Context: an optimization exercise on an open-source flow, tuned for small area and a short achievable clock period. The choices shown serve that exercise and are no tape-out recipe.
Function was checked by simulation only, so behaviour that the tests miss may differ from the original.
No activity file was given, so power comes from the tool's default toggle rates.

## flow/design.v (module list and top-level ports; edited modules follow where they fit)
// module matrix_multiplier: 1435 lines
// module mm_fa: 4 lines
// module mm_xn: 3 lines
// module mm_or: 3 lines
module matrix_multiplier #(
  parameter int DATA_WIDTH = 8,
  parameter int A_ROWS = 2,
  parameter int B_COLUMNS = 2,
  parameter int A_COLUMNS_B_ROWS = 2,
  parameter int C_DATA_WIDTH = (2 * DATA_WIDTH) + $clog2(A_COLUMNS_B_ROWS)
) (
  input                           clk_i,
  input                           reset_i,
  input                           valid_i,
  output logic                    valid_o,
  input        [A_ROWS * A_COLUMNS_B_ROWS * DATA_WIDTH-1:0]   a_i,
  input        [A_COLUMNS_B_ROWS * B_COLUMNS * DATA_WIDTH-1:0] b_i,
  output logic [A_ROWS * B_COLUMNS * C_DATA_WIDTH-1:0]         c_o
);
  // ...
==> flow/run.sh <==
#!/bin/bash
# synth_recipe.tcl (not shown) runs the flow's synth.tcl, then flattens the netlist and writes it again
# the make line also repeats each setting of config.mk as NAME=value (left out here)
make -C /OpenROAD-flow-scripts/flow DESIGN_CONFIG=/design/flow/config.mk WORK_HOME=/design/flow/orfs CLKGATE_MAP_FILE= SYNTH_SCRIPT=/design/flow/synth_recipe.tcl finish
==> flow/config.mk <==
export PLATFORM = sky130hd
export DESIGN_NAME = matrix_multiplier
export DESIGN_NICKNAME = matrix_multiplier
export VERILOG_FILES = /design/flow/design.v
export SDC_FILE = /design/flow/constraint.sdc
export NUM_CORES = 4
export LEC_CHECK = 0
export ABC_CLOCK_PERIOD_IN_PS = 2200
export CAP_MARGIN = 20
export CORE_MARGIN = 2
export CORE_UTILIZATION = 40
export SETUP_SLACK_MARGIN = 4.6
export SLEW_MARGIN = 20
export SYNTH_HIERARCHICAL = 1
==> flow/constraint.sdc <==
create_clock -name core_clock -period 6.8 [get_ports {clk_i}]
set_input_delay 1.3600 -clock core_clock [delete_from_list [all_inputs] [get_ports {clk_i}]]
set_output_delay 1.3600 -clock core_clock [all_outputs]
set_load 0.01 [all_outputs]
==> out/summary.txt, run 1 <==
ys flop type - sky130_fd_sc_hd__dfxtp_1
setup repair after global routing missed its margin - true
type of the tightest min-delay check - register to register
H-tree depth reported by CTS - 2
most common cell after layout, fill and taps aside - sky130_fd_sc_hd__nand2_1
crit path max-delay cell type - sky130_fd_sc_hd__dfxtp_1
combinational cell power - 4660 uW
initial antenna violation count - 4
total power per unit cell area - 383 nW/um2
Levels on crit path - 1
outcome - finished clean
number of max-capacitance violations reported - 0
cell family with most CP delay - flip-flops
top routing layer in use - met5
largest net degree at the start of global routing - 17
largest buffer count on any clock path - 3
final std cells w/o fill - 2,884
cells along the critical path - buf_2
vertical extent of the die - 239 um
number of flip-flops in the largest register - 68
vias per cell - 5.20
area of the core - 54,900 um2
grt met1 use - 27.6%
count of warnings emitted by yosys - 7
post-synthesis sequential element count - 444
instance count after placement with tap cells included - 2,571
sum of internal, switching and leakage power - 11,300 uW
inverter count of the layout excluding clock inverters - 37
total congestion overflow after global routing - 0
==> inputs of run 2 (changes only) <==
--- a/flow/config.mk
+++ b/flow/config.mk
@@ -5,10 +5,8 @@
 export SDC_FILE = /design/flow/constraint.sdc
 export NUM_CORES = 4
 export LEC_CHECK = 0
-export ABC_CLOCK_PERIOD_IN_PS = 2200
 export CAP_MARGIN = 20
 export CORE_MARGIN = 2
 export CORE_UTILIZATION = 40
-export SETUP_SLACK_MARGIN = 4.6
 export SLEW_MARGIN = 20
 export SYNTH_HIERARCHICAL = 1
==> run 2 against run 1 <==
Sequential share of layout area is 3.7 points higher; fmax is 16% lower; cell count is 7.7% lower; final area is 13% lower; hold slack worse by 0.012 ns; count of clock-buffer cells in the layout is 12 higher; critical path type unchanged; largest cell class unchanged; highest routed layer is now met4.
==> out/summary.txt, run 2 <==
proportion of synthesized chip area in sequential cells - 40.2% (unchanged)
slack of the worst reg-to-reg path - 3.99 ns (was 4.45 ns)
portion of the clock cycle consumed by the worst path in the final layout - 41.4% (was 35.0%)
most common cell after layout, fill and taps aside - sky130_fd_sc_hd__nand2_1 (unchanged)
total congestion overflow after global routing - 0 (unchanged)
type of the tightest min-delay check - register to register (unchanged)
post-cts gate resize count - 0 (was 581)
starting utilization of the core area - 40.3% (unchanged)
FF-to-FF path depth - 4 (was 6)
clock network latency to the later pin of the worst-skew pair - 0.59 ns (was 0.58 ns)
die area - 57,200 um2 (unchanged)
DR DRC count - 0 (unchanged)
highest clock frequency the design can meet - 355 MHz (was 420 MHz)
library cell with the highest instance count after synthesis - sky130_fd_sc_hd__nand2_1 (unchanged)
cell types occupying the most area after synthesis - sky130_fd_sc_hd__dfxtp_1 40%, sky130_fd_sc_hd__fa_1 37%, sky130_fd_sc_hd__nand2_1 8.8%, sky130_fd_sc_hd__ha_1 2.7%, sky130_fd_sc_hd__xnor2_1 2.4% (unchanged)
worst setup path endpoint - c_o[17] (was c_o[34])
registers with the highest flip-flop counts - c_o (68), a_q (32), b_q (32) (unchanged)
Critical path buffers and inverters - 1 (unchanged)
post-synthesis sequential element count - 444 (unchanged)
Worst Slack Setup Final - 3.98 ns (was 4.42 ns)
layout filler cell count - 5,006 (was 4,463)
number of distinct library cells after synthesis - 45 (unchanged)
post-route ant nets - 0 (unchanged)
area of the core - 54,900 um2 (unchanged)
vias post-DR - 13.4k (was 15.0k)
IO buf count - 135 (unchanged)
setup repair after global routing missed its margin - false (was true)
crit start category - register (unchanged)
placer congestion estimate - 0.824 (was 0.843)
IO Pins - 136 (unchanged)
fraction of registers with async set/reset - 0% (unchanged)
post-placement setup slack - 3.99 ns (was 3.95 ns)
starting DRC count in detailed routing - 980 (was 1,608)
Min Clock Period, post-route - 2.82 ns (was 2.38 ns)
post-synthesis cell type with the largest combined area - sky130_fd_sc_hd__dfxtp_1 (unchanged)
Final Hold Slack - 0.315 ns (was 0.326 ns)
critical path required time - 5.44 ns (about the same)
drt total wl - 48,700 um (was 61,300 um)
number of nets produced by synthesis - 2,379 (unchanged)
net total in the final layout - 2,439 (was 2,664)
antenna diode count - 0 (unchanged)
initial antenna violation count - 0 (was 4)
worst flop-to-flop path endpoint - r3e3_1575 (was r3e3_1586)
Critical Path Source - c_o[17] (was c_o[34])
Worst Max-Slew Pin Slew - 0.885 ns (was 0.584 ns)
placed wire-length estimate after detailed placement - 35,800 um (was 36,100 um)
count of final max-slew check failures - 0 (unchanged)
number of flip-flops in the largest register - 68 (unchanged)
number of clock sinks - 444 (unchanged)
Post-CTS Repair Setup Buffers - 0 (was 196)
Static Leak - 0.00962 uW (was 0.0115 uW)
largest buffer count on any clock path - 3 (unchanged)
cells along the critical path - clkdlybuf4s50_1 (was buf_2)
vias in the first global route - 15.0k (was 16.2k)
drt first pass iters - 5 (unchanged)
mean routed wirelength per cell - 18.3 um (was 21.3 um)
hold violation total from the final report - 0 (unchanged)
largest register by flop count - c_o (unchanged)
cell at the root of the clock tree - sky130_fd_sc_hd__clkbuf_16 (unchanged)
launch point of the worst reg-to-reg path - a_q[25] (was a_q[27])
Core Rows - 86 (unchanged)
end-of-flow core utilization - 46.6% (was 53.8%)
setup violators final - 0 (unchanged)
Commonest cells post-synth - 518 x sky130_fd_sc_hd__nand2_1, 444 x sky130_fd_sc_hd__dfxtp_1, 404 x sky130_fd_sc_hd__fa_1, 127 x sky130_fd_sc_hd__clkbuf_1, 60 x sky130_fd_sc_hd__xnor2_1 (unchanged)
ys flop type - sky130_fd_sc_hd__dfxtp_1 (unchanged)
largest clock skew in the final design - 0.0224 ns (was 0.0159 ns)
aggregate negative setup slack - 0 ns (unchanged)
fraction of layout cells with a size suffix above 1 - 4.55% (was 30.9%)
largest fanout of any net on the critical path - 1 (unchanged)
crit path DAT - 1.46 ns (was 1.02 ns)
Crit Path Class - register to output port (unchanged)
vias per cell - 5.03 (was 5.20)
crit path max-delay cell type - sky130_fd_sc_hd__clkdlybuf4s50_1 (was sky130_fd_sc_hd__dfxtp_1)
Levels on crit path - 1 (unchanged)
total power per unit cell area - 429 nW/um2 (was 383 nW/um2)
Syn Inst Count - 1,860 (unchanged)
H-tree depth reported by CTS - 2 (unchanged)
vertical extent of the die - 239 um (unchanged)
highest ir drop seen on vdd - 208 uV (was 219 uV)
largest net degree at the start of global routing - 17 (unchanged)
tightest slew margin relative to the limit - 40.9% (was 60.7%)
Die X - 239 um (unchanged)
Layout Area Growth over Synthesis - 15.5% (was 33.5%)
clock-pin slew reported for the worst setup and hold paths after clock tree synthesis - 0.06 ns (about the same)
top-area cell type share of the netlist area - 40.2% (unchanged)
post-synthesis average cell area - 11.9 um2 (unchanged)
outcome - finished clean (unchanged)
Largest stage delay, worst path - 0.54 ns (was 0.31 ns)
global-route wire length before repair - 79,000 um (was 91,700 um)
number of max-capacitance violations reported - 0 (unchanged)
cell family with most CP delay - buffers and inverters (was flip-flops)
top library cells by usage in the layout, fill and taps aside - 518 x sky130_fd_sc_hd__nand2_1, 444 x sky130_fd_sc_hd__dfxtp_1, 404 x sky130_fd_sc_hd__fa_1 (was 411 x sky130_fd_sc_hd__nand2_1, 337 x sky130_fd_sc_hd__fa_1, 334 x sky130_fd_sc_hd__dfxtp_1)
count of warnings emitted by yosys - 7 (unchanged)
number of flops mapped to enable cells by yosys - 0 (unchanged)
CP endpoint kind - output port (unchanged)
quantity of hold-fixing buffers added after cts - 0 (unchanged)
Num CTS Buffers - 49 (was 47)
post-synthesis cell area - 22,100 um2 (unchanged)
Global Route Usage Sum - 17.8% (was 21.5%)
TritonCTS clock tree - built (unchanged)
==> run 2: cell count changes in the layout (fill, tap and decap cells not counted), moves of 67 or more <==
cell                              delta
sky130_fd_sc_hd__buf_12             -89
sky130_fd_sc_hd__buf_4              -86
sky130_fd_sc_hd__buf_6              -73
sky130_fd_sc_hd__clkdlybuf4s50_1    +69
sky130_fd_sc_hd__dfxtp_1           +110
sky130_fd_sc_hd__fa_1               +67
sky130_fd_sc_hd__fa_2               -67
sky130_fd_sc_hd__nand2_1           +107
sky130_fd_sc_hd__nand2_2            -70
==> run 2: report_power, final <==
part	switching, uW	internal [uW]
combinational	2140	2110
clock	1050	1640
sequential	466	3540
==> run 2: worst min-delay path by stage <==
stage | endpoint | start | cells past startpoint
floorplan | cse0_396 | r3e0_291 | 0
global placement | cse2_1244 | r3e2_1139 | 0
global route | cse2_1242 | r3e2_1137 | 0
CTS | cse2_1242 | r3e2_1137 | 0
finish | cse2_1242 | r3e2_1137 | 0
detailed placement | cse1_845 | r3e1_762 | 0
==> run 2: through the flow <==
| stage | instances | total power, uW | cell area [um2] |
|---|---|---|---|
| after floorplan | 1860 | 6970 | 22100 |
| after global placement | 2573 | 8340 | 23900 |
| after detailed placement | 2573 | 8420 | 23900 |
| after CTS | 2661 | 11200 | 25600 |
| after global routing | 2661 | 11900 | 25600 |
| final | 2661 | 11000 | 25600 |
==> run 2: logic make-up (layout without fill, tap and decap cells) <==
kind of cell	Yosys count	in the layout	synth area share, %
simple gates	630	630	11.8
xor+xnor	70	70	2.77
flops	444	444	40.2
buf+inv	165	262	2.80
fa+ha+maj	452	452	39.3
compound gates	99	99	3.16
==> run 2: Yosys stat by module, one instance, submodules excluded <==
module | times used | flip-flops and latches
mm_fa | 400 | 0
mm_or | 36 | 0
mm_xn | 36 | 0
matrix_multiplier | 1 | 444
==> run 2: routing by layer <==
layer,GRT usage (%),up-vias,part of all wire (%)
li1,-,5826,-
met1,22.8,7012,41
met2,30.6,457,51
met3,2.98,84,6.5
met4,5.89,0,2.4
met5,0,-,0
==> run 2: cell type report <==
cell class	instances	area [um2]	share of cell area [%]
clock buffers	73	1470	5.75
clock inverters	15	196	0.769
inverters	37	139	0.544
multi-input cells	1251	12600	49.4
flip-flops and latches	444	8890	34.8
well taps	704	881	3.45
repair buffers	137	1370	5.35
==> inputs of run 3 (changes only) <==
--- a/flow/config.mk
+++ b/flow/config.mk
@@ -5,8 +5,10 @@
 export SDC_FILE = /design/flow/constraint.sdc
 export NUM_CORES = 4
 export LEC_CHECK = 0
+export ABC_CLOCK_PERIOD_IN_PS = 2600
 export CAP_MARGIN = 20
 export CORE_MARGIN = 2
 export CORE_UTILIZATION = 40
+export SETUP_SLACK_MARGIN = 4.2
 export SLEW_MARGIN = 20
 export SYNTH_HIERARCHICAL = 1
==> run 3 against run 2 <==
Sequential share of layout area is 0.31 points higher; via count is 0.30% lower; clock power hardly changed; utilization hardly changed; flip-flop and latch count stayed put; synthesized cell count stayed put; critical path depth stayed put; first-iteration DRC count is 5.6% lower; total power is 1.3% lower; final area hardly changed; critical path type unchanged; largest power group unchanged; highest routed layer unchanged.
==> out/summary.txt, run 3 <==
type of the tightest min-delay check - register to register (unchanged)
die area - 57,200 um2 (unchanged)
number of distinct library cells after synthesis - 45 (unchanged)
quantity of hold-fixing buffers added after cts - 0 (unchanged)
proportion of synthesized chip area in sequential cells - 40.2% (unchanged)
clock network latency to the later pin of the worst-skew pair - 0.59 ns (about the same)
IO buf count - 135 (unchanged)
sum of internal, switching and leakage power - 10,800 uW (was 11,000 uW)
critical path required time - 5.44 ns (about the same)
cells along the critical path - dlygate4sd2_1 (was clkdlybuf4s50_1)
vias in the first global route - 15.1k (was 15.0k)
registers with the highest flip-flop counts - c_o (68), a_q (32), b_q (32) (unchanged)
worst flop-to-flop path endpoint - r3e2_1149 (was r3e3_1575)
Static Leak - 0.00973 uW (was 0.00962 uW)
tightest slew margin relative to the limit - 68.1% (was 40.9%)
library cell with the highest instance count after synthesis - sky130_fd_sc_hd__nand2_1 (unchanged)
antenna diode count - 0 (unchanged)
TritonCTS clock tree - built (unchanged)
vias post-DR - 13.3k (was 13.4k)
fraction of layout cells with a size suffix above 1 - 7.72% (was 4.55%)
CP endpoint kind - output port (unchanged)
post-synthesis sequential element count - 444 (unchanged)
met3 capacity usage during global routing - 2.98% (unchanged)
mean routed wirelength per cell - 18.3 um (about the same)
slack of the worst reg-to-reg path - 4.30 ns (was 3.99 ns)
cell types occupying the most area after synthesis - sky130_fd_sc_hd__dfxtp_1 40%, sky130_fd_sc_hd__fa_1 37%, sky130_fd_sc_hd__nand2_1 8.8%, sky130_fd_sc_hd__ha_1 2.7%, sky130_fd_sc_hd__xnor2_1 2.4% (unchanged)
global-route wire length before repair - 79,100 um (was 79,000 um)
Critical Path Source - c_o[17] (unchanged)
net total in the final layout - 2,439 (unchanged)
crit start category - register (unchanged)
post-synthesis average cell area - 11.9 um2 (unchanged)
top library cells by usage in the layout, fill and taps aside - 518 x sky130_fd_sc_hd__nand2_1, 404 x sky130_fd_sc_hd__fa_1, 382 x sky130_fd_sc_hd__dfxtp_1 (was 518 x sky130_fd_sc_hd__nand2_1, 444 x sky130_fd_sc_hd__dfxtp_1, 404 x sky130_fd_sc_hd__fa_1)
starting utilization of the core area - 40.3% (unchanged)
Core Rows - 86 (unchanged)
Global Route Usage Sum - 17.8% (about the same)
number of nets produced by synthesis - 2,379 (unchanged)
largest buffer count on any clock path - 3 (unchanged)
area of the core - 54,900 um2 (unchanged)
count of final max-slew check failures - 0 (unchanged)
largest net degree at the start of global routing - 17 (unchanged)
largest fanout of any net on the critical path - 1 (unchanged)
Min Clock Period, post-route - 2.54 ns (was 2.82 ns)
largest register by flop count - c_o (unchanged)
hold violation total from the final report - 0 (unchanged)
grt peak-use layer - met2 (unchanged)
outcome - finished clean (unchanged)
DR DRC count - 0 (unchanged)
number of max-capacitance violations reported - 0 (unchanged)
H-tree depth reported by CTS - 2 (unchanged)
Largest stage delay, worst path - 0.32 ns (was 0.54 ns)
hold path start - r3e2_1137 (unchanged)
Commonest cells post-synth - 518 x sky130_fd_sc_hd__nand2_1, 444 x sky130_fd_sc_hd__dfxtp_1, 404 x sky130_fd_sc_hd__fa_1, 127 x sky130_fd_sc_hd__clkbuf_1, 60 x sky130_fd_sc_hd__xnor2_1 (unchanged)
Critical path buffers and inverters - 1 (unchanged)
cell family with most CP delay - flip-flops (was buffers and inverters)
ys flop type - sky130_fd_sc_hd__dfxtp_1 (unchanged)
cell at the root of the clock tree - sky130_fd_sc_hd__clkbuf_16 (unchanged)
drt first pass iters - 6 (was 5)
Levels on crit path - 1 (unchanged)
post-route ant nets - 0 (unchanged)
fraction of registers with async set/reset - 0% (unchanged)
worst setup path endpoint - c_o[17] (unchanged)
Finished Cell Area - 25,500 um2 (was 25,600 um2)
Die X - 239 um (unchanged)
Layout Area Growth over Synthesis - 15.5% (about the same)
setup violators final - 0 (unchanged)
initial antenna violation count - 0 (unchanged)
met2 Use GR - 30.7% (was 30.6%)
drt total wl - 48,700 um (about the same)
post-synthesis cell type with the largest combined area - sky130_fd_sc_hd__dfxtp_1 (unchanged)
crit path DAT - 1.18 ns (was 1.46 ns)
Crit Path Class - register to output port (unchanged)
count of warnings emitted by yosys - 7 (unchanged)
launch point of the worst reg-to-reg path - b_q[6] (was a_q[25])
Syn Inst Count - 1,860 (unchanged)
total congestion overflow after global routing - 0 (unchanged)
placer congestion estimate - 0.824 (unchanged)
setup repair after global routing missed its margin - false (unchanged)
IO Pins - 136 (unchanged)
post-synthesis cell area - 22,100 um2 (unchanged)
grt met1 use - 22.8% (about the same)
number of clock sinks - 444 (unchanged)
top-area cell type share of the netlist area - 40.2% (unchanged)
number of flip-flops in the largest register - 68 (unchanged)
FF-to-FF path depth - 4 (unchanged)
starting DRC count in detailed routing - 925 (was 980)
vias per cell - 5.01 (was 5.03)
total power per unit cell area - 423 nW/um2 (was 429 nW/um2)
portion of the clock cycle consumed by the worst path in the final layout - 37.3% (was 41.4%)
most common cell after layout, fill and taps aside - sky130_fd_sc_hd__nand2_1 (unchanged)
aggregate negative setup slack - 0 ns (unchanged)
crit path max-delay cell type - sky130_fd_sc_hd__dfxtp_1 (was sky130_fd_sc_hd__clkdlybuf4s50_1)
largest clock skew in the final design - 0.0244 ns (was 0.0224 ns)
Worst Max-Slew Pin Slew - 0.478 ns (was 0.885 ns)
number of flops mapped to enable cells by yosys - 0 (unchanged)
Num CTS Buffers - 49 (unchanged)
end-of-flow core utilization - 46.5% (was 46.6%)
total cell area at the placement stage - 23,900 um2 (unchanged)
highest ir drop seen on vdd - 207 uV (was 208 uV)
clock-pin slew reported for the worst setup and hold paths after clock tree synthesis - 0.06 ns (about the same)
placed wire-length estimate after detailed placement - 35,800 um (unchanged)
highest clock frequency the design can meet - 394 MHz (was 355 MHz)
vertical extent of the die - 239 um (unchanged)
[run 3: cell counts after synthesis]
No cell type changed its count.
[run 3: power by group]
| group | switching (uW) | internal, uW | leakage, uW |
|---|---|---|---|
| logic | 2140 | 1980 | 0.00519 |
| registers | 458 | 3550 | 0.00372 |
| clock network | 1050 | 1640 | 0.000818 |
[run 3: stage by stage]
step	std cells	hold slack, ns	worst slack, ns
finish	2661	0.313	4.26
global route	2661	0.323	4.21
CTS	2661	0.318	4.20
detailed placement	2573	0.313	3.99
global placement	2573	0.313	4.04
floorplan	1860	0.310	4.30
[run 3: how the worst min path moves through the flow]
stage / end / slack [ns] / cells after the start
floorplan: cse0_396 / 0.31 / 0
finish: cse2_1242 / 0.31 / 0
detailed placement: cse1_845 / 0.31 / 0
CTS: cse2_1242 / 0.32 / 0
global route: cse2_1242 / 0.32 / 0
global placement: cse2_1244 / 0.31 / 0
[run 3: layout make-up]
class	instances	area, um2
clock inverters	15	196
multi-input cells	1251	12600
fillers	5029	29300
clock buffers	73	1470
flip-flops and latches	444	8970
well taps	704	881
inverters	37	139
repair buffers	137	1280
[run 3: what timing repair did]
| action | CTS | global route |
|---|---|---|
| setup endpoints to repair | 179 | 22 |
| setup buffers | 0 | 0 |
| resized for setup | 128 | 4 |
[run 3: per-layer routing]
| layer | up-vias | part of all wire, % |
|---|---|---|
| met4 | 0 | 2.5 |
| li1 | 5828 | - |
| met3 | 90 | 6.0 |
| met1 | 6947 | 41 |
| met2 | 474 | 50 |
| met5 | - | 0 |
[run 3: Yosys stat by module (local to each module, per instance)]
module	cell area (um2)	times used	flops+latches	cells
mm_or	6.26	36	0	1
mm_fa	20.0	400	0	1
matrix_multiplier	13600	1	444	1388
mm_xn	8.76	36	0	1
[run 3: logic make-up (layout without fill, tap and decap cells)]
| family | count (synthesis) | in the layout | share of synthesized area (%) |
|---|---|---|---|
| fa+ha+maj | 452 | 452 | 39.3 |
| buf+inv | 165 | 262 | 2.80 |
| flops | 444 | 444 | 40.2 |
| xor+xnor | 70 | 70 | 2.77 |
| compound gates | 99 | 99 | 3.16 |
| simple gates | 630 | 630 | 11.8 |
==> inputs of run 4 (changes only) <==
==> flow/flow/run.sh (new file) <==
#!/bin/bash
# Own flow: the standard layout (standard.sh), with the ports buffered by
# plain buf_1 cells instead of the delay-buffer cell buffer_ports picks itself.
# Every input and output port still gets its own buffer.
set -euo pipefail
export BUFFER_PORTS_ARGS="-buffer_cell sky130_fd_sc_hd__buf_1"
bash standard.sh > standard.log 2>&1
==> flow/standard.sh (new file) <==
#!/bin/bash
# synth_recipe.tcl (not shown) runs the flow's synth.tcl, then flattens the netlist and writes it again
# the make line also repeats each setting of config.mk as NAME=value (left out here)
make -C /OpenROAD-flow-scripts/flow DESIGN_CONFIG=/design/flow/config.mk WORK_HOME=/design/flow/orfs CLKGATE_MAP_FILE= SYNTH_SCRIPT=/design/flow/synth_recipe.tcl "${@:-finish}"
removed: flow/run.sh
==> run 4 against run 3 <==
Critical path type is now register to register; area after synthesis unchanged; highest routed layer unchanged; global-route usage shrank 0.22 points; fmax increased by 1.8%; register-to-register slack about the same; flip-flop and latch count is the same; utilization decreased by 1.2 points.
==> out/summary.txt, run 4 <==
outcome - finished clean (unchanged)
Crit Path Class - register to register (was register to output port)
initial antenna violation count - 0 (unchanged)
count of final max-slew check failures - 0 (unchanged)
aggregate negative setup slack - 0 ns (unchanged)
portion of the clock cycle consumed by the worst path in the final layout - 36.7% (was 37.3%)
fraction of layout cells with a size suffix above 1 - 8.31% (was 7.72%)
Post-Synth Simple-Gate Area - 11.8% (unchanged)
Min Clock Period, post-route - 2.49 ns (was 2.54 ns)
vias post-DR - 13.5k (was 13.3k)
largest fanout of any net on the critical path - 16 (was 1)
tightest slew margin relative to the limit - 65.2% (was 68.1%)
Die X - 239 um (unchanged)
number of distinct library cells after synthesis - 45 (unchanged)
fraction of the mapped netlist area in compound gates - 3.16% (unchanged)
starting DRC count in detailed routing - 1,067 (was 925)
antenna diode count - 0 (unchanged)
highest ir drop seen on vdd - 252 uV (was 207 uV)
Static Leak - 0.00929 uW (was 0.00973 uW)
Core Rows - 86 (unchanged)
placer congestion estimate - 0.856 (was 0.824)
post-route ant nets - 0 (unchanged)
crit path DAT - 2.97 ns (was 1.18 ns)
setup violators final - 0 (unchanged)
worst flop-to-flop path endpoint - r3e0_296 (was r3e2_1149)
area of the core - 54,900 um2 (unchanged)
Finished Cell Area - 24,900 um2 (was 25,500 um2)
post-synthesis sequential element count - 444 (unchanged)
proportion of synthesized chip area in sequential cells - 40.2% (unchanged)
H-tree depth reported by CTS - 2 (unchanged)
vias per cell - 5.05 (was 5.01)
DR DRC count - 0 (unchanged)
type of the tightest min-delay check - register to register (unchanged)
post-synthesis cell area - 22,100 um2 (unchanged)
die area - 57,200 um2 (unchanged)
Worst Max-Slew Pin Slew - 0.517 ns (was 0.478 ns)
Adder-Cell Fraction of Synth Area - 39.3% (unchanged)
vertical extent of the die - 239 um (unchanged)
critical path required time - 7.28 ns (was 5.44 ns)
total power per unit cell area - 435 nW/um2 (was 423 nW/um2)
post-synthesis cell type with the largest combined area - sky130_fd_sc_hd__dfxtp_1 (unchanged)
Layout Area Growth over Synthesis - 12.5% (was 15.5%)
fraction of registers with async set/reset - 0% (unchanged)
top-area cell type share of the netlist area - 40.2% (unchanged)
total cell area at the placement stage - 23,000 um2 (was 23,900 um2)
number of cells on the worst hold path - 0 (unchanged)
Num CTS Buffers - 50 (was 49)
library cell with the highest instance count after synthesis - sky130_fd_sc_hd__nand2_1 (unchanged)
mean routed wirelength per cell - 18.0 um (was 18.3 um)
largest buffer count on any clock path - 3 (unchanged)
most common cell after layout, fill and taps aside - sky130_fd_sc_hd__nand2_1 (unchanged)
number of clock sinks - 444 (unchanged)
Syn Inst Count - 1,860 (unchanged)
total congestion overflow after global routing - 0 (unchanged)
Final Hold Slack - 0.324 ns (was 0.313 ns)
Commonest cells post-synth - 518 x sky130_fd_sc_hd__nand2_1, 444 x sky130_fd_sc_hd__dfxtp_1, 404 x sky130_fd_sc_hd__fa_1, 127 x sky130_fd_sc_hd__clkbuf_1, 60 x sky130_fd_sc_hd__xnor2_1 (unchanged)
hold path start - r3e3_1608 (was r3e2_1137)
number of flip-flops in the largest register - 68 (unchanged)
largest family of logic cells by synthesized area - adder cells (unchanged)
largest register by flop count - c_o (unchanged)
multiplexer area fraction after synthesis - 0% (unchanged)
number of nets produced by synthesis - 2,379 (unchanged)
placed wire-length estimate after detailed placement - 35,500 um (was 35,800 um)
number of flops mapped to enable cells by yosys - 0 (unchanged)
registers with the highest flip-flop counts - c_o (68), a_q (32), b_q (32) (unchanged)
net total in the final layout - 2,440 (was 2,439)
Global Route Usage Sum - 17.6% (was 17.8%)
setup repair after global routing missed its margin - false (unchanged)
clock-pin slew reported for the worst setup and hold paths after clock tree synthesis - 0.06 ns (about the same)
count of warnings emitted by yosys - 7 (unchanged)
cell types occupying the most area after synthesis - sky130_fd_sc_hd__dfxtp_1 40%, sky130_fd_sc_hd__fa_1 37%, sky130_fd_sc_hd__nand2_1 8.8%, sky130_fd_sc_hd__ha_1 2.7%, sky130_fd_sc_hd__xnor2_1 2.4% (unchanged)
slack of the worst reg-to-reg path - 4.31 ns (was 4.30 ns)
IO Pins - 136 (unchanged)
post-synthesis average cell area - 11.9 um2 (unchanged)
number of max-capacitance violations reported - 0 (unchanged)
hold violation total from the final report - 0 (unchanged)
sum of internal, switching and leakage power - 10,800 uW (about the same)
largest net degree at the start of global routing - 17 (unchanged)
TritonCTS clock tree - built (unchanged)
global-route wire length before repair - 77,600 um (was 79,100 um)
Critical Path Source - a_q[3] (was c_o[17])
highest clock frequency the design can meet - 401 MHz (was 394 MHz)
CP endpoint kind - register (was output port)
ys flop type - sky130_fd_sc_hd__dfxtp_1 (unchanged)
drt first pass iters - 5 (was 6)
worst-case hold path end point - cse3_1691 (was cse2_1242)
starting utilization of the core area - 40.3% (unchanged)
largest clock skew in the final design - 0.0221 ns (was 0.0244 ns)
synthesized-area fraction occupied by xor and xnor cells - 2.77% (unchanged)
launch point of the worst reg-to-reg path - a_q[3] (was b_q[6])
drt total wl - 48,100 um (was 48,700 um)
crit start category - register (unchanged)
clock network latency to the later pin of the worst-skew pair - 0.60 ns (was 0.59 ns)
top library cells by usage in the layout, fill and taps aside - 518 x sky130_fd_sc_hd__nand2_1, 404 x sky130_fd_sc_hd__fa_1, 382 x sky130_fd_sc_hd__dfxtp_1 (unchanged)
cell at the root of the clock tree - sky130_fd_sc_hd__clkbuf_16 (unchanged)
IO buf count - 135 (unchanged)
FF-to-FF path depth - 4 (unchanged)
vias in the first global route - 15.0k (was 15.1k)
-- run 4: cell count changes in the layout (fill, tap and decap cells not counted), moves of 2 or more --
| cell | delta |
|---|---|
| sky130_fd_sc_hd__buf_1 | +135 |
| sky130_fd_sc_hd__bufinv_16 | +2 |
| sky130_fd_sc_hd__clkbuf_1 | -7 |
| sky130_fd_sc_hd__clkbuf_8 | -3 |
| sky130_fd_sc_hd__clkdlybuf4s50_1 | -66 |
| sky130_fd_sc_hd__clkinv_2 | -2 |
| sky130_fd_sc_hd__clkinv_4 | +3 |
| sky130_fd_sc_hd__clkinvlp_4 | +3 |
| sky130_fd_sc_hd__dlygate4sd2_1 | -68 |
| sky130_fd_sc_hd__inv_6 | +7 |
| sky130_fd_sc_hd__inv_8 | +2 |
-- run 4: worst max-delay path by stage --
| stage | to | slack, ns |
|---|---|---|
| floorplan | r3e2_1140 | 4.30 |
| global placement | r3e2_1152 | 4.03 |
| detailed placement | r3e3_1575 | 3.99 |
| CTS | r3e1_745 | 4.20 |
| global route | r3e3_1575 | 4.22 |
| finish | r3e0_296 | 4.31 |
-- run 4: modules after synthesis, one instance, submodules excluded --
module             flip-flops and latches  copies in the design  cells
mm_xn                                   0                    36      1
mm_or                                   0                    36      1
mm_fa                                   0                   400      1
matrix_multiplier                     444                     1   1388
-- run 4: metal layers --
| metal | vias to the layer above | share of wire [%] | routed length (um) | GRT usage (%) |
|---|---|---|---|---|
| li1 | 5849 | - | - | - |
| met1 | 6882 | 39 | 18800 | 21.8 |
| met2 | 612 | 49 | 23400 | 29.2 |
| met3 | 132 | 8.4 | 4060 | 4.56 |
| met4 | 0 | 3.7 | 1780 | 7.22 |
| met5 | - | 0 | 0 | 0.260 |
-- run 4: metrics by stage --
step                      utilization (%)  setup slack [ns]  instances
after global routing                 45.4              4.22       2666
final                                45.4              4.31       2666
after CTS                            45.3              4.20       2666
after global placement               42.0              4.03       2573
after detailed placement             42.0              3.99       2573
after floorplan                         -              4.30       1860
-- run 4: area by class of cell --
type / count / area, um2
fill: 5003 / 30000
multi-input combinational: 1251 / 12600
sequential: 444 / 8970
clock buffer: 62 / 1380
tap: 704 / 881
timing repair buffer: 137 / 522
clock inverter: 31 / 395
inverter: 37 / 139
-- run 4: kinds of logic (layout without fill, tap and decap cells) --
kind of cell | after synthesis | after routing
buffers and inverters | 165 | 267
XOR/XNOR | 70 | 70
AO/OA/AOI/OAI | 99 | 99
adder cells (fa/ha/maj) | 452 | 452
AND/OR/NAND/NOR | 630 | 630
flip-flops | 444 | 444
-- run 4: power by group --
part	total (uW)	internal [uW]	switching, uW
clock network	2830	1690	1130
logic	4000	1860	2140
registers	4010	3550	467
total	10800	7100	3740
-- run 4: repair_timing --
action | 4_1_cts | 5_1_grt
setup endpoints to repair | 111 | 52
gates resized for setup | 58 | 5
hold buffers | 0 | 0
cloned | 0 | 0
buffers inserted | 0 | 0
-- run 4: worst max-delay path, cell delays in order (launching register included) --
cell and delay (ns):
sky130_fd_sc_hd__dfxtp_2 0.62, sky130_fd_sc_hd__nand2_1 0.17, sky130_fd_sc_hd__fa_1 0.63, sky130_fd_sc_hd__fa_1 0.47, sky130_fd_sc_hd__fa_1 0.48
==> inputs of run 5 (changes only) <==
--- a/flow/config.mk
+++ b/flow/config.mk
@@ -5,10 +5,12 @@
 export SDC_FILE = /design/flow/constraint.sdc
 export NUM_CORES = 4
 export LEC_CHECK = 0
-export ABC_CLOCK_PERIOD_IN_PS = 2600
+export ABC_CLOCK_PERIOD_IN_PS = 2500
 export CAP_MARGIN = 20
 export CORE_MARGIN = 2
 export CORE_UTILIZATION = 40
-export SETUP_SLACK_MARGIN = 4.2
+export CTS_CLUSTER_DIAMETER = 80
+export CTS_CLUSTER_SIZE = 28
+export SETUP_SLACK_MARGIN = 4.3
 export SLEW_MARGIN = 20
 export SYNTH_HIERARCHICAL = 1
==> run 5 against run 4 <==
Still clean; hold slack better by 0.0088 ns; sequential power about the same; via count down 1.7%; critical path depth unchanged; worst setup slack better by 0.032 ns; first-iteration DRC count down 0.84%; clock skew down 0.00087 ns; critical path type unchanged; largest cell class unchanged.
==> out/summary.txt, run 5 <==
number of distinct library cells after synthesis - 45 (unchanged)
fraction of registers with async set/reset - 0% (unchanged)
layout filler cell count - 5,027 (was 5,003)
proportion of synthesized chip area in sequential cells - 40.2% (unchanged)
clock-pin slew reported for the worst setup and hold paths after clock tree synthesis - 0.09 ns (was 0.06 ns)
most common cell after layout, fill and taps aside - sky130_fd_sc_hd__nand2_1 (unchanged)
Die X - 239 um (unchanged)
vias post-DR - 13.2k (was 13.5k)
initial antenna violation count - 0 (unchanged)
Commonest cells post-synth - 518 x sky130_fd_sc_hd__nand2_1, 444 x sky130_fd_sc_hd__dfxtp_1, 404 x sky130_fd_sc_hd__fa_1, 127 x sky130_fd_sc_hd__clkbuf_1, 60 x sky130_fd_sc_hd__xnor2_1 (unchanged)
sum of internal, switching and leakage power - 10,100 uW (was 10,800 uW)
count of warnings emitted by yosys - 7 (unchanged)
number of flip-flops in the largest register - 68 (unchanged)
IO Pins - 136 (unchanged)
type of the tightest min-delay check - register to register (unchanged)
launch point of the worst reg-to-reg path - a_q[21] (was a_q[3])
Min Clock Period, post-route - 2.46 ns (was 2.49 ns)
highest clock frequency the design can meet - 407 MHz (was 401 MHz)
DR DRC count - 0 (unchanged)
vias per cell - 5.05 (about the same)
Syn Inst Count - 1,860 (unchanged)
CP endpoint kind - register (unchanged)
antenna diode count - 0 (unchanged)
top library cells by usage in the layout, fill and taps aside - 518 x sky130_fd_sc_hd__nand2_1, 404 x sky130_fd_sc_hd__fa_1, 380 x sky130_fd_sc_hd__dfxtp_1 (was 518 x sky130_fd_sc_hd__nand2_1, 404 x sky130_fd_sc_hd__fa_1, 382 x sky130_fd_sc_hd__dfxtp_1)
post-synthesis sequential element count - 444 (unchanged)
starting DRC count in detailed routing - 1,058 (was 1,067)
cell at the root of the clock tree - sky130_fd_sc_hd__clkbuf_16 (unchanged)
net total in the final layout - 2,420 (was 2,440)
number of flops mapped to enable cells by yosys - 0 (unchanged)
placed wire-length estimate after detailed placement - 35,500 um (unchanged)
post-placement setup slack - 3.99 ns (unchanged)
total power per unit cell area - 414 nW/um2 (was 435 nW/um2)
aggregate negative setup slack - 0 ns (unchanged)
H-tree depth reported by CTS - 1 (was 2)
total cell area at the placement stage - 23,000 um2 (unchanged)
global-route wire length before repair - 76,400 um (was 77,600 um)
post-route ant nets - 0 (unchanged)
met2 Use GR - 29.1% (was 29.2%)
post-synthesis cell area - 22,100 um2 (unchanged)
die area - 57,200 um2 (unchanged)
largest buffer count on any clock path - 3 (unchanged)
area occupied by multi-input gates - 12,600 um2 (unchanged)
outcome - finished clean (unchanged)
portion of the clock cycle consumed by the worst path in the final layout - 36.2% (was 36.7%)
number of max-capacitance violations reported - 0 (unchanged)
vertical extent of the die - 239 um (unchanged)
Post-CTS Repair Setup Buffers - 0 (unchanged)
setup violators final - 0 (unchanged)
Worst Slack Setup Final - 4.34 ns (was 4.31 ns)
mean routed wirelength per cell - 18.1 um (was 18.0 um)
post-synthesis average cell area - 11.9 um2 (unchanged)
tightest slew margin relative to the limit - 65.5% (was 65.2%)
Critical Path Source - a_q[21] (was a_q[3])
vias in the first global route - 14.7k (was 15.0k)
number of clock sinks - 444 (unchanged)
post-synthesis cell type with the largest combined area - sky130_fd_sc_hd__dfxtp_1 (unchanged)
largest fanout of any net on the critical path - 16 (unchanged)
crit start category - register (unchanged)
largest register by flop count - c_o (unchanged)
count of final max-slew check failures - 0 (unchanged)
IO buf count - 135 (unchanged)
crit path DAT - 2.95 ns (was 2.97 ns)
total congestion overflow after global routing - 0 (unchanged)
grt peak-use layer - met2 (unchanged)
Layout Area Growth over Synthesis - 10.5% (was 12.5%)
met3 capacity usage during global routing - 4.19% (was 4.56%)
Top cell by count, worst path - sky130_fd_sc_hd__fa_1 (unchanged)
clock network latency to the later pin of the worst-skew pair - 0.62 ns (was 0.60 ns)
end-of-flow core utilization - 44.5% (was 45.4%)
Largest stage delay, worst path - 0.61 ns (was 0.63 ns)
largest clock skew in the final design - 0.0213 ns (was 0.0221 ns)
Global Route Usage Sum - 17.2% (was 17.6%)
crit path max-delay cell type - sky130_fd_sc_hd__dfxtp_2 (was sky130_fd_sc_hd__fa_1)
drt total wl - 47,600 um (was 48,100 um)
placer congestion estimate - 0.856 (unchanged)
area of the core - 54,900 um2 (unchanged)
top-area cell type share of the netlist area - 40.2% (unchanged)
grt met1 use - 21.8% (about the same)
registers with the highest flip-flop counts - c_o (68), a_q (32), b_q (32) (unchanged)
critical path required time - 7.29 ns (was 7.28 ns)
Worst Max-Slew Pin Slew - 0.513 ns (was 0.517 ns)
starting utilization of the core area - 40.3% (unchanged)
drt first pass iters - 5 (unchanged)
library cell with the highest instance count after synthesis - sky130_fd_sc_hd__nand2_1 (unchanged)
number of nets produced by synthesis - 2,379 (unchanged)
hold violation total from the final report - 0 (unchanged)
area occupied by registers - 9040 um2 (was 8970 um2)
cells along the critical path - nand2_1, fa_1, fa_1, fa_1 (unchanged)
hold path start - r3e2_1138 (was r3e3_1608)
largest net degree at the start of global routing - 29 (was 17)
TritonCTS clock tree - built (unchanged)
Static Leak - 0.00911 uW (was 0.00929 uW)
Crit Path Class - register to register (unchanged)
Num CTS Buffers - 30 (was 50)
Finished Cell Area - 24,400 um2 (was 24,900 um2)
highest ir drop seen on vdd - 226 uV (was 252 uV)
Core Rows - 86 (unchanged)
ys flop type - sky130_fd_sc_hd__dfxtp_1 (unchanged)
setup repair after global routing missed its margin - true (was false)
cell types occupying the most area after synthesis - sky130_fd_sc_hd__dfxtp_1 40%, sky130_fd_sc_hd__fa_1 37%, sky130_fd_sc_hd__nand2_1 8.8%, sky130_fd_sc_hd__ha_1 2.7%, sky130_fd_sc_hd__xnor2_1 2.4% (unchanged)
fraction of layout cells with a size suffix above 1 - 8.85% (was 8.31%)
## run 5: cell counts after synthesis
Identical to the previous run, type by type.
## run 5: worst max-delay path: cells and delay by family (launching register included)
kind          cells  cell delay (ns)
fa+ha+maj         3             1.56
flops             1             0.61
simple gates      1             0.16
## run 5: worst paths after layout
kind,end,slack (ns),cells after the start
worst min register to register,cse2_1243,0.33,0
worst max register to register,r3e3_1586,4.34,4
worst min-delay path,cse2_1243,0.33,0
worst max-delay path,r3e3_1586,4.34,4
## run 5: stage by stage
step	std cells	hold slack, ns
floorplan	1860	0.310
global placement	2573	0.311
detailed placement	2573	0.312
finish	2625	0.333
global route	2625	0.324
CTS	2625	0.329
## run 5: area by class of cell
class | instances | share of cell area [%]
multi-input cells | 1251 | 51.6
flip-flops and latches | 444 | 37.0
well taps | 704 | 3.61
clock buffers | 30 | 3.07
repair buffers | 137 | 2.35
clock inverters | 22 | 1.79
inverters | 37 | 0.568
## run 5: power breakdown
part	internal [uW]	switching [uW]	leakage [uW]
logic	1890	2140	0.00483
clock network	956	1130	0.000549
registers	3530	462	0.00373
## run 5: repair_timing
action	in CTS	in global routing
resized for setup	85	49
hold buffers	0	0
endpoints found under the setup margin	151	67
## run 5: cells by family after synthesis
logic type	Yosys count	share of synthesized area, %
compound gates	99	3.16
xor+xnor	70	2.77
fa+ha+maj	452	39.3
buf+inv	165	2.80
flops	444	40.2
simple gates	630	11.8
## run 5: per-layer routing
metal / vias up / wire (um)
met5: - / 0
met4: 0 / 1590
met3: 113 / 4120
met2: 600 / 23300
met1: 6760 / 18600
li1: 5772 / -
## run 5: per-module statistics from Yosys (local to each module, per instance)
module / flip-flops and latches / area (um2)
matrix_multiplier: 444 / 13600
mm_fa: 0 / 20.0
mm_xn: 0 / 8.76
mm_or: 0 / 6.26
==> inputs of run 6 (changes only) <==
--- a/flow/config.mk
+++ b/flow/config.mk
@@ -5,12 +5,12 @@
 export SDC_FILE = /design/flow/constraint.sdc
 export NUM_CORES = 4
 export LEC_CHECK = 0
-export ABC_CLOCK_PERIOD_IN_PS = 2500
+export ABC_CLOCK_PERIOD_IN_PS = 2350
 export CAP_MARGIN = 20
 export CORE_MARGIN = 2
 export CORE_UTILIZATION = 40
 export CTS_CLUSTER_DIAMETER = 80
 export CTS_CLUSTER_SIZE = 28
-export SETUP_SLACK_MARGIN = 4.3
+export SETUP_SLACK_MARGIN = 4.45
 export SLEW_MARGIN = 20
 export SYNTH_HIERARCHICAL = 1
==> run 6 against run 5 <==
Utilization grew 2.9 points; total power is 2.0% higher; still clean on timing, DRC and antenna; flip-flop and latch count did not move; critical path depth shrank 3; register-to-register slack better by 0.10 ns; synthesized cell count stayed put; fmax fell by 0.52%; clock power about the same.
==> out/summary.txt, run 6 <==
vias in the first global route - 15.0k (was 14.7k)
highest ir drop seen on vdd - 237 uV (was 226 uV)
Num CTS Buffers - 29 (was 30)
Worst Max-Slew Pin Slew - 0.501 ns (was 0.513 ns)
Final Hold Slack - 0.315 ns (was 0.333 ns)
mean routed wirelength per cell - 19.8 um (was 18.1 um)
IO Pins - 136 (unchanged)
number of flip-flops in the largest register - 68 (unchanged)
top library cells by usage in the layout, fill and taps aside - 517 x sky130_fd_sc_hd__nand2_1, 404 x sky130_fd_sc_hd__fa_1, 351 x sky130_fd_sc_hd__dfxtp_1 (was 518 x sky130_fd_sc_hd__nand2_1, 404 x sky130_fd_sc_hd__fa_1, 380 x sky130_fd_sc_hd__dfxtp_1)
die area - 57,200 um2 (unchanged)
largest fanout of any net on the critical path - 1 (was 16)
fraction of power consumed by combinational cells - 41.6% (was 39.9%)
power share of the clock group - 19.8% (was 20.6%)
type of the tightest min-delay check - register to register (unchanged)
highest clock frequency the design can meet - 404 MHz (was 407 MHz)
routed length on met2 - 26,100 um (was 23,300 um)
fraction of registers with async set/reset - 0% (unchanged)
post-route ant nets - 0 (unchanged)
DR DRC count - 0 (unchanged)
fraction of power spent switching nets - 36.2% (was 36.9%)
Commonest cells post-synth - 518 x sky130_fd_sc_hd__nand2_1, 444 x sky130_fd_sc_hd__dfxtp_1, 404 x sky130_fd_sc_hd__fa_1, 127 x sky130_fd_sc_hd__clkbuf_1, 60 x sky130_fd_sc_hd__xnor2_1 (unchanged)
vias per cell - 5.13 (was 5.05)
proportion of synthesized chip area in sequential cells - 40.2% (unchanged)
number of flops mapped to enable cells by yosys - 0 (unchanged)
outcome - finished clean (unchanged)
cell at the root of the clock tree - sky130_fd_sc_hd__clkbuf_16 (unchanged)
count of final max-slew check failures - 0 (unchanged)
global-route wire length before repair - 78,200 um (was 76,400 um)
number of max-capacitance violations reported - 0 (unchanged)
portion of the clock cycle consumed by the worst path in the final layout - 36.4% (was 36.2%)
H-tree depth reported by CTS - 1 (unchanged)
largest register by flop count - c_o (unchanged)
largest clock skew in the final design - 0.0332 ns (was 0.0213 ns)
routed length on met3 - 5380 um (was 4120 um)
placer congestion estimate - 0.826 (was 0.856)
registers with the highest flip-flop counts - c_o (68), a_q (32), b_q (32) (unchanged)
Crit Path Class - register to output port (was register to register)
post-synthesis cell area - 22,100 um2 (unchanged)
net total in the final layout - 2,520 (was 2,420)
TritonCTS clock tree - built (unchanged)
starting utilization of the core area - 40.3% (unchanged)
starting DRC count in detailed routing - 1,227 (was 1,058)
Global Route Usage Sum - 17.6% (was 17.2%)
vertical extent of the die - 239 um (unchanged)
total cell area at the placement stage - 23,000 um2 (about the same)
Worst Slack Setup Final - 4.33 ns (was 4.34 ns)
total congestion overflow after global routing - 0 (unchanged)
top-area cell type share of the netlist area - 40.2% (unchanged)
area of the core - 54,900 um2 (unchanged)
most common cell after layout, fill and taps aside - sky130_fd_sc_hd__nand2_1 (unchanged)
count of warnings emitted by yosys - 7 (unchanged)
post-placement setup slack - 4.01 ns (was 3.99 ns)
clock-pin slew reported for the worst setup and hold paths after clock tree synthesis - 0.10 ns (was 0.09 ns)
WL met1 - 20,900 um (was 18,600 um)
top routing layer in use - met4 (unchanged)
Critical path buffers and inverters - 1 (was 0)
placed wire-length estimate after detailed placement - 35,500 um (about the same)
post-synthesis average cell area - 11.9 um2 (unchanged)
setup violators final - 0 (unchanged)
initial antenna violation count - 0 (unchanged)
crit path max-delay cell type - sky130_fd_sc_hd__dfxtp_1 (was sky130_fd_sc_hd__dfxtp_2)
vias post-DR - 14.0k (was 13.2k)
total power per unit cell area - 397 nW/um2 (was 414 nW/um2)
IO buf count - 135 (unchanged)
number of nets produced by synthesis - 2,379 (unchanged)
antenna diode count - 0 (unchanged)
fraction of layout cells with a size suffix above 1 - 16.2% (was 8.85%)
cell family with most CP delay - flip-flops (was adder cells)
post-synthesis cell type with the largest combined area - sky130_fd_sc_hd__dfxtp_1 (unchanged)
drt first pass iters - 5 (unchanged)
largest net degree at the start of global routing - 29 (unchanged)
ys flop type - sky130_fd_sc_hd__dfxtp_1 (unchanged)
Largest stage delay, worst path - 0.36 ns (was 0.61 ns)
internal power contribution - 6580 uW (was 6380 uW)
critical path required time - 5.44 ns (was 7.29 ns)
post-synthesis sequential element count - 444 (unchanged)
clock network latency to the later pin of the worst-skew pair - 0.62 ns (about the same)
largest buffer count on any clock path - 3 (unchanged)
register share of total power - 38.6% (was 39.5%)
CP endpoint kind - output port (was register)
crit path DAT - 1.11 ns (was 2.95 ns)
cells along the critical path - buf_2 (was nand2_1, fa_1, fa_1, fa_1)
Static Leak - 0.00993 uW (was 0.00911 uW)
number of clock sinks - 444 (unchanged)
switching power - 3730 uW (about the same)
library cell with the highest instance count after synthesis - sky130_fd_sc_hd__nand2_1 (unchanged)
tightest slew margin relative to the limit - 66.3% (was 65.5%)
aggregate negative setup slack - 0 ns (unchanged)
drt total wl - 53,900 um (was 47,600 um)
end-of-flow core utilization - 47.4% (was 44.5%)
Die X - 239 um (unchanged)
Syn Inst Count - 1,860 (unchanged)
Core Rows - 86 (unchanged)
Layout Area Growth over Synthesis - 17.6% (was 10.5%)
Min Clock Period, post-route - 2.47 ns (was 2.46 ns)
crit start category - register (unchanged)
cell types occupying the most area after synthesis - sky130_fd_sc_hd__dfxtp_1 40%, sky130_fd_sc_hd__fa_1 37%, sky130_fd_sc_hd__nand2_1 8.8%, sky130_fd_sc_hd__ha_1 2.7%, sky130_fd_sc_hd__xnor2_1 2.4% (unchanged)
setup repair after global routing missed its margin - true (unchanged)
hold violation total from the final report - 0 (unchanged)
Finished Cell Area - 26,000 um2 (was 24,400 um2)
number of distinct library cells after synthesis - 45 (unchanged)
[run 6: changes by cell type in the layout (fill, tap and decap cells not counted), sizes merged]
cell / delta
clkinvlp: -2
buf: +116
inv: +3
bufinv: +1
clkinv: -4
clkbuf: -14
[run 6: power groups by stage]
stage	registers, uW	clock network (uW)	logic, uW
global placement	4070	0	4000
CTS	4020	2120	4240
detailed placement	4080	0	4080
finish	3980	2050	4290
global route	4070	2230	4970
floorplan	3970	0	3030
[run 6: path summary, 6_finish.rpt]
check        startpoint       end  slack, ns  cells past startpoint
max             c_o[53]   c_o[53]       4.33                      1
min            r3e0_293  cse0_398       0.31                      0
max reg2reg      a_q[5]  r3e1_754       4.44                      4
min reg2reg    r3e0_293  cse0_398       0.31                      0
[run 6: modules after synthesis, one instance, submodules excluded]
module / area, um2 / cells inside / times used / flops+latches
mm_or: 6.26 / 1 / 36 / 0
mm_fa: 20.0 / 1 / 400 / 0
matrix_multiplier: 13600 / 1388 / 1 / 444
mm_xn: 8.76 / 1 / 36 / 0
[run 6: logic make-up (layout without fill, tap and decap cells)]
family	count (synthesis)	count (layout)	synth area share, %
buffers and inverters	165	326	2.80
flip-flops	444	444	40.2
adder cells (fa/ha/maj)	452	452	39.3
AO/OA/AOI/OAI	99	99	3.16
AND/OR/NAND/NOR	630	630	11.8
XOR/XNOR	70	70	2.77
[run 6: metrics by stage]
step                      instances  total power (uW)
after floorplan                1860              6990
after global placement         2571              8070
after detailed placement       2571              8160
after CTS                      2634             10400
after global routing           2725             11300
final                          2725             10300
[run 6: repair_timing]
| item | CTS | global route |
|---|---|---|
| endpoints found under the setup margin | 203 | 123 |
| gates resized for setup | 234 | 45 |
| hold buffers | 0 | 0 |
| pin swaps | 0 | 15 |
| setup buffers | 12 | 91 |
[run 6: final cells by class]
class / instances / area, um2
Clock buffer: 31 / 753
Clock inverter: 20 / 380
Fill cell: 4860 / 28900
Inverter: 37 / 139
Multi-Input combinational cell: 1251 / 12600
Sequential cell: 444 / 9170
Tap cell: 704 / 881
Timing Repair Buffer: 238 / 2080
[run 6: layer usage]
| metal | global-route usage [%] | vias up |
|---|---|---|
| met3 | 3.58 | 114 |
| met1 | 22.7 | 7165 |
| li1 | - | 5992 |
| met4 | 5.11 | 0 |
| met5 | 0 | - |
| met2 | 30.1 | 715 |
==> inputs of run 7 (changes only) <==
==> flow/config.mk (replaced) <==
export PLATFORM = sky130hd
export DESIGN_NAME = matrix_multiplier
export DESIGN_NICKNAME = matrix_multiplier
export VERILOG_FILES = /design/flow/design.v
export SDC_FILE = /design/flow/constraint.sdc
export NUM_CORES = 4
export LEC_CHECK = 0
export ABC_CLOCK_PERIOD_IN_PS = 2400
export CAP_MARGIN = 20
export CORE_MARGIN = 2
export CORE_UTILIZATION = 70
export PLACE_DENSITY = 0.8
export SETUP_SLACK_MARGIN = 4.4
export SLEW_MARGIN = 20
export SYNTH_HIERARCHICAL = 1
==> run 7 against run 6 <==
Still clean on timing, DRC and antenna; flip-flop and latch count is the same; fmax grew 2.1%; count of clock-buffer cells in the layout grew 30; critical path depth is the same; utilization grew 31 points; critical endpoint is now c_o[2].
==> out/summary.txt, run 7 <==
outcome - finished clean (unchanged)
worst setup path endpoint - c_o[2] (was c_o[53])
type of the tightest min-delay check - register to register (unchanged)
number of flops mapped to enable cells by yosys - 0 (unchanged)
largest family of logic cells by synthesized area - adder cells (unchanged)
crit start category - register (unchanged)
library cell with the highest instance count after synthesis - sky130_fd_sc_hd__nand2_1 (unchanged)
setup repair after global routing missed its margin - true (unchanged)
H-tree depth reported by CTS - 2 (was 1)
post-synthesis average cell area - 11.9 um2 (unchanged)
number of flip-flops in the largest register - 68 (unchanged)
fraction of registers with async set/reset - 0% (unchanged)
CP endpoint kind - output port (unchanged)
Crit Path Class - register to output port (unchanged)
critical path required time - 5.44 ns (about the same)
synthesized-area fraction occupied by xor and xnor cells - 2.77% (unchanged)
switching power - 3700 uW (was 3730 uW)
post-placement setup slack - 4.03 ns (was 4.01 ns)
Final Hold Slack - 0.318 ns (was 0.315 ns)
cells along the critical path - clkbuf_2 (was buf_2)
Levels on crit path - 1 (unchanged)
largest register by flop count - c_o (unchanged)
fraction of the mapped netlist area in compound gates - 3.16% (unchanged)
slack of the worst reg-to-reg path - 4.38 ns (was 4.44 ns)
clock-pin slew reported for the worst setup and hold paths after clock tree synthesis - 0.07 ns (was 0.10 ns)
fraction of layout cells with a size suffix above 1 - 11.4% (was 16.2%)
post-synthesis sequential element count - 444 (unchanged)
vias post-DR - 14.1k (was 14.0k)
Min Clock Period, post-route - 2.42 ns (was 2.47 ns)
end-of-flow core utilization - 78.8% (was 47.4%)
worst flop-to-flop path endpoint - r3e0_306 (was r3e1_754)
number of distinct library cells after synthesis - 45 (unchanged)
starting DRC count in detailed routing - 1,219 (was 1,227)
Critical path buffers and inverters - 1 (unchanged)
IO Pins - 136 (unchanged)
launch point of the worst reg-to-reg path - a_q[9] (was a_q[5])
clock network latency to the later pin of the worst-skew pair - 0.58 ns (was 0.62 ns)
top-area cell type share of the netlist area - 40.2% (unchanged)
largest clock skew in the final design - 0.0299 ns (was 0.0332 ns)
Largest stage delay, worst path - 0.35 ns (was 0.36 ns)
vias per cell - 5.97 (was 5.13)
layout filler cell count - 1,828 (was 4,860)
Global Route Usage Sum - 30.5% (was 17.6%)
number of nets produced by synthesis - 2,379 (unchanged)
number of clock sinks - 444 (unchanged)
registers with the highest flip-flop counts - c_o (68), a_q (32), b_q (32) (unchanged)
tightest slew margin relative to the limit - 69.3% (was 66.3%)
post-synthesis cell area - 22,100 um2 (unchanged)
highest ir drop seen on vdd - 277 uV (was 237 uV)
cell types occupying the most area after synthesis - sky130_fd_sc_hd__dfxtp_1 40%, sky130_fd_sc_hd__fa_1 37%, sky130_fd_sc_hd__nand2_1 8.8%, sky130_fd_sc_hd__ha_1 2.7%, sky130_fd_sc_hd__xnor2_1 2.4% (unchanged)
power share of the clock group - 24.5% (was 19.8%)
largest fanout of any net on the critical path - 1 (unchanged)
Commonest cells post-synth - 518 x sky130_fd_sc_hd__nand2_1, 444 x sky130_fd_sc_hd__dfxtp_1, 404 x sky130_fd_sc_hd__fa_1, 127 x sky130_fd_sc_hd__clkbuf_1, 60 x sky130_fd_sc_hd__xnor2_1 (unchanged)
drt total wl - 49,500 um (was 53,900 um)
Syn Inst Count - 1,860 (unchanged)
Worst Slack Setup Final - 4.38 ns (was 4.33 ns)
register share of total power - 37.2% (was 38.6%)
Post-Synth Simple-Gate Area - 11.8% (unchanged)
cell at the root of the clock tree - sky130_fd_sc_hd__clkbuf_16 (unchanged)
IO buf count - 135 (unchanged)
most common cell after layout, fill and taps aside - sky130_fd_sc_hd__nand2_1 (unchanged)
antenna diode count - 0 (unchanged)
total power per unit cell area - 437 nW/um2 (was 397 nW/um2)
number of max-capacitance violations reported - 0 (unchanged)
global-route wire length before repair - 76,900 um (was 78,200 um)
count of final max-slew check failures - 0 (unchanged)
setup violators final - 0 (unchanged)
crit path max-delay cell type - sky130_fd_sc_hd__dfxtp_1 (unchanged)
Adder-Cell Fraction of Synth Area - 39.3% (unchanged)
highest clock frequency the design can meet - 413 MHz (was 404 MHz)
post-synthesis cell type with the largest combined area - sky130_fd_sc_hd__dfxtp_1 (unchanged)
placed wire-length estimate after detailed placement - 32,700 um (was 35,500 um)
TritonCTS clock tree - built (unchanged)
Critical Path Source - c_o[2] (was c_o[53])
net total in the final layout - 2,442 (was 2,520)
starting utilization of the core area - 70.6% (was 40.3%)
Num CTS Buffers - 45 (was 29)
Core Rows - 65 (was 86)
Worst Max-Slew Pin Slew - 0.457 ns (was 0.501 ns)
internal power contribution - 7080 uW (was 6580 uW)
initial antenna violation count - 0 (unchanged)
placer congestion estimate - 0.894 (was 0.826)
proportion of synthesized chip area in sequential cells - 40.2% (unchanged)
cell family with most CP delay - flip-flops (unchanged)
post-route ant nets - 0 (unchanged)
crit path DAT - 1.06 ns (was 1.11 ns)
area occupied by multi-input gates - 12,600 um2 (about the same)
count of warnings emitted by yosys - 7 (unchanged)
die area - 33,000 um2 (was 57,200 um2)
ys flop type - sky130_fd_sc_hd__dfxtp_1 (unchanged)
Layout Area Growth over Synthesis - 11.6% (was 17.6%)
top library cells by usage in the layout, fill and taps aside - 518 x sky130_fd_sc_hd__nand2_1, 404 x sky130_fd_sc_hd__fa_1, 379 x sky130_fd_sc_hd__dfxtp_1 (was 517 x sky130_fd_sc_hd__nand2_1, 404 x sky130_fd_sc_hd__fa_1, 351 x sky130_fd_sc_hd__dfxtp_1)
Static Leak - 0.00949 uW (was 0.00993 uW)
mean routed wirelength per cell - 21.0 um (was 19.8 um)
DR DRC count - 0 (unchanged)
vias in the first global route - 15.4k (was 15.0k)
vertical extent of the die - 182 um (was 239 um)
largest buffer count on any clock path - 3 (unchanged)
area occupied by registers - 9120 um2 (was 9170 um2)
multiplexer area fraction after synthesis - 0% (unchanged)
fraction of power consumed by combinational cells - 38.3% (was 41.6%)
total congestion overflow after global routing - 0 (unchanged)
aggregate negative setup slack - 0 ns (unchanged)
fraction of power spent switching nets - 34.3% (was 36.2%)
Die X - 182 um (was 239 um)
drt first pass iters - 6 (was 5)
portion of the clock cycle consumed by the worst path in the final layout - 35.6% (was 36.4%)
hold violation total from the final report - 0 (unchanged)
largest net degree at the start of global routing - 17 (was 29)
area of the core - 31,300 um2 (was 54,900 um2)
FF-to-FF path depth - 4 (unchanged)
## run 7: worst reg2reg max path, cell delays in order (launching register included)
cell                      delay (ns)
sky130_fd_sc_hd__dfxtp_2        0.55
sky130_fd_sc_hd__nand2_1        0.18
sky130_fd_sc_hd__fa_1           0.56
sky130_fd_sc_hd__fa_1           0.58
sky130_fd_sc_hd__fa_1           0.42
## run 7: through the flow
| stage | cell area [um2] | power (uW) | std cells |
|---|---|---|---|
| global route | 24700 | 11600 | 2361 |
| CTS | 24400 | 10800 | 2353 |
| finish | 24700 | 10800 | 2361 |
| detailed placement | 22700 | 8080 | 2270 |
| floorplan | 22200 | 6980 | 1860 |
| global placement | 22700 | 7890 | 2270 |
## run 7: logic make-up after synthesis
| kind of cell | Yosys count |
|---|---|
| buffers and inverters | 165 |
| XOR/XNOR | 70 |
| AND/OR/NAND/NOR | 630 |
| flip-flops | 444 |
| adder cells (fa/ha/maj) | 452 |
| AO/OA/AOI/OAI | 99 |
## run 7: routing by layer
metal  GRT usage, %  vias to the layer above  share of wire [%]
met4           15.7                        0                5.0
met2           52.5                      941                 51
met3           6.86                      216                9.7
li1               -                     5840                  -
met5              0                        -                  0
met1           36.4                     7099                 34
## run 7: how the worst min path moves through the flow
stage / from / endpoint / slack, ns / depth (start not counted)
floorplan: r3e0_291 / cse0_396 / 0.31 / 0
global placement: r3e2_1138 / cse2_1243 / 0.31 / 0
detailed placement: r3e2_1138 / cse2_1243 / 0.31 / 0
CTS: r3e1_715 / cse1_820 / 0.32 / 0
global route: r3e1_716 / cse1_821 / 0.33 / 0
finish: r3e1_715 / cse1_820 / 0.32 / 0
## run 7: final cells by class
type	count	share of cell area, %
Tap cell	402	2.04
Clock buffer	61	5.39
Sequential cell	444	37.0
Clock inverter	22	1.13
Timing Repair Buffer	144	2.82
Multi-Input combinational cell	1251	51.1
Inverter	37	0.563
## run 7: Yosys stat by module (local to each module, per instance)
module | times used | flops+latches
mm_or | 36 | 0
matrix_multiplier | 1 | 444
mm_fa | 400 | 0
mm_xn | 36 | 0
## run 7: power groups by stage
| stage | Sequential [uW] | Combinational (uW) | Clock [uW] |
|---|---|---|---|
| final | 4010 | 4130 | 2640 |
| after global routing | 4090 | 4720 | 2780 |
| after CTS | 4020 | 4140 | 2670 |
| after detailed placement | 4060 | 4020 | 0 |
| after global placement | 4030 | 3850 | 0 |
| after floorplan | 3970 | 3010 | 0 |
## run 7: what timing repair did
item	CTS	global route
hold buffers	0	0
setup endpoints to repair	159	122
buffers inserted	0	8
resized for setup	108	81
==> inputs of run 8 (changes only) <==
--- a/flow/config.mk
+++ b/flow/config.mk
@@ -8,8 +8,7 @@
 export ABC_CLOCK_PERIOD_IN_PS = 2400
 export CAP_MARGIN = 20
 export CORE_MARGIN = 2
-export CORE_UTILIZATION = 70
-export PLACE_DENSITY = 0.8
+export CORE_UTILIZATION = 60
 export SETUP_SLACK_MARGIN = 4.4
 export SLEW_MARGIN = 20
 export SYNTH_HIERARCHICAL = 1
==> run 8 against run 7 <==
Still clean; sequential power about the same; clock skew decreased by 0.011 ns; worst setup slack improved by 0.046 ns.
==> out/summary.txt, run 8 <==
Finished Cell Area - 25,000 um2 (was 24,700 um2)
largest net degree at the start of global routing - 17 (unchanged)
layout filler cell count - 2,695 (was 1,828)
count of final max-slew check failures - 0 (unchanged)
Worst Max-Slew Pin Slew - 0.473 ns (was 0.457 ns)
post-synthesis cell type with the largest combined area - sky130_fd_sc_hd__dfxtp_1 (unchanged)
aggregate negative setup slack - 0 ns (unchanged)
largest fanout of any net on the critical path - 1 (unchanged)
cell types occupying the most area after synthesis - sky130_fd_sc_hd__dfxtp_1 40%, sky130_fd_sc_hd__fa_1 37%, sky130_fd_sc_hd__nand2_1 8.8%, sky130_fd_sc_hd__ha_1 2.7%, sky130_fd_sc_hd__xnor2_1 2.4% (unchanged)
Crit Path Class - register to output port (unchanged)
clock network latency to the later pin of the worst-skew pair - 0.58 ns (about the same)
post-route ant nets - 0 (unchanged)
top library cells by usage in the layout, fill and taps aside - 518 x sky130_fd_sc_hd__nand2_1, 404 x sky130_fd_sc_hd__fa_1, 368 x sky130_fd_sc_hd__dfxtp_1 (was 518 x sky130_fd_sc_hd__nand2_1, 404 x sky130_fd_sc_hd__fa_1, 379 x sky130_fd_sc_hd__dfxtp_1)
most common cell after layout, fill and taps aside - sky130_fd_sc_hd__nand2_1 (unchanged)
post-synthesis average cell area - 11.9 um2 (unchanged)
vias post-DR - 13.3k (was 14.1k)
outcome - finished clean (unchanged)
crit start category - register (unchanged)
Worst Slack Setup Final - 4.42 ns (was 4.38 ns)
mean routed wirelength per cell - 19.2 um (was 21.0 um)
IO buf count - 135 (unchanged)
IO Pins - 136 (unchanged)
library cell with the highest instance count after synthesis - sky130_fd_sc_hd__nand2_1 (unchanged)
type of the tightest min-delay check - register to register (unchanged)
total congestion overflow after global routing - 0 (unchanged)
die area - 38,400 um2 (was 33,000 um2)
total power per unit cell area - 440 nW/um2 (was 437 nW/um2)
post-synthesis cell area - 22,100 um2 (unchanged)
starting utilization of the core area - 60.7% (was 70.6%)
Layout Area Growth over Synthesis - 12.9% (was 11.6%)
fraction of registers with async set/reset - 0% (unchanged)
drt first pass iters - 5 (was 6)
largest register by flop count - c_o (unchanged)
number of clock sinks - 444 (unchanged)
CP endpoint kind - output port (unchanged)
highest clock frequency the design can meet - 421 MHz (was 413 MHz)
largest family of logic cells by synthesized area - adder cells (unchanged)
crit path max-delay cell type - sky130_fd_sc_hd__dfxtp_2 (was sky130_fd_sc_hd__dfxtp_1)
multiplexer area fraction after synthesis - 0% (unchanged)
vias per cell - 5.47 (was 5.97)
count of warnings emitted by yosys - 7 (unchanged)
crit path DAT - 1.02 ns (was 1.06 ns)
area occupied by registers - 9140 um2 (was 9120 um2)
TritonCTS clock tree - built (unchanged)
synthesized-area fraction occupied by xor and xnor cells - 2.77% (unchanged)
Commonest cells post-synth - 518 x sky130_fd_sc_hd__nand2_1, 444 x sky130_fd_sc_hd__dfxtp_1, 404 x sky130_fd_sc_hd__fa_1, 127 x sky130_fd_sc_hd__clkbuf_1, 60 x sky130_fd_sc_hd__xnor2_1 (unchanged)
Global Route Usage Sum - 25.6% (was 30.5%)
net total in the final layout - 2,439 (was 2,442)
number of flip-flops in the largest register - 68 (unchanged)
-- run 8: timing repair --
action                     CTS  global route
hold buffers                 0             0
setup buffers                0             2
setup endpoints to repair  203            92
resized for setup          161            57
-- run 8: worst paths after layout --
kind,start,endpoint,slack [ns],depth (start not counted)
max reg2reg,b_q[4],r3e0_296,4.45,4
min reg2reg,r3e1_715,cse1_820,0.32,0
min,r3e1_715,cse1_820,0.32,0
max,c_o[17],c_o[17],4.42,1
-- run 8: routing by layer --
layer,vias up,part of all wire (%),wire [um],global-route usage (%)
met5,-,0,0,0
met4,0,3.3,1530,9.88
met3,106,6.7,3150,5.00
met2,507,51,23700,44.1
met1,6813,39,18300,32.3
li1,5839,-,-,-
-- run 8: logic make-up after synthesis --
group | after synthesis
fa+ha+maj | 452
simple gates | 630
flops | 444
xor+xnor | 70
buf+inv | 165
compound gates | 99
-- run 8: cell type report --
cell class | instances | share of cell area (%)
Multi-Input combinational cell | 1251 | 50.5
Sequential cell | 444 | 36.6
Clock buffer | 62 | 5.38
Timing Repair Buffer | 139 | 2.79
Tap cell | 468 | 2.34
Clock inverter | 24 | 1.87
Inverter | 37 | 0.556
-- run 8: power breakdown --
part	total (uW)	leakage (uW)	switching (uW)	internal, uW
logic	4060	0.00494	2120	1940
clock network	2940	0.000874	1050	1890
registers	4000	0.00375	462	3540
-- run 8: through the flow --
stage	power [uW]	hold WS (ns)	utilization, %	cells
after global placement	7970	0.311	62.4	2337
after detailed placement	8090	0.314	62.4	2337
after global routing	11900	0.323	68.6	2425
after floorplan	6980	0.310	-	1860
after CTS	11100	0.325	68.1	2423
final	11000	0.320	68.6	2425
-- run 8: modules after synthesis (local to each module, per instance) --
module / cells / times used
mm_xn: 1 / 36
matrix_multiplier: 1388 / 1
mm_fa: 1 / 400
mm_or: 1 / 36

Setup slack of run 8, layout unchanged: 4.424 ns with ideal ports, 4.370 ns with driving cells assumed (clock clkbuf_16, inputs buf_2), 4.448 ns with port delays also shifted by the 0.623 ns mid clock arrival.
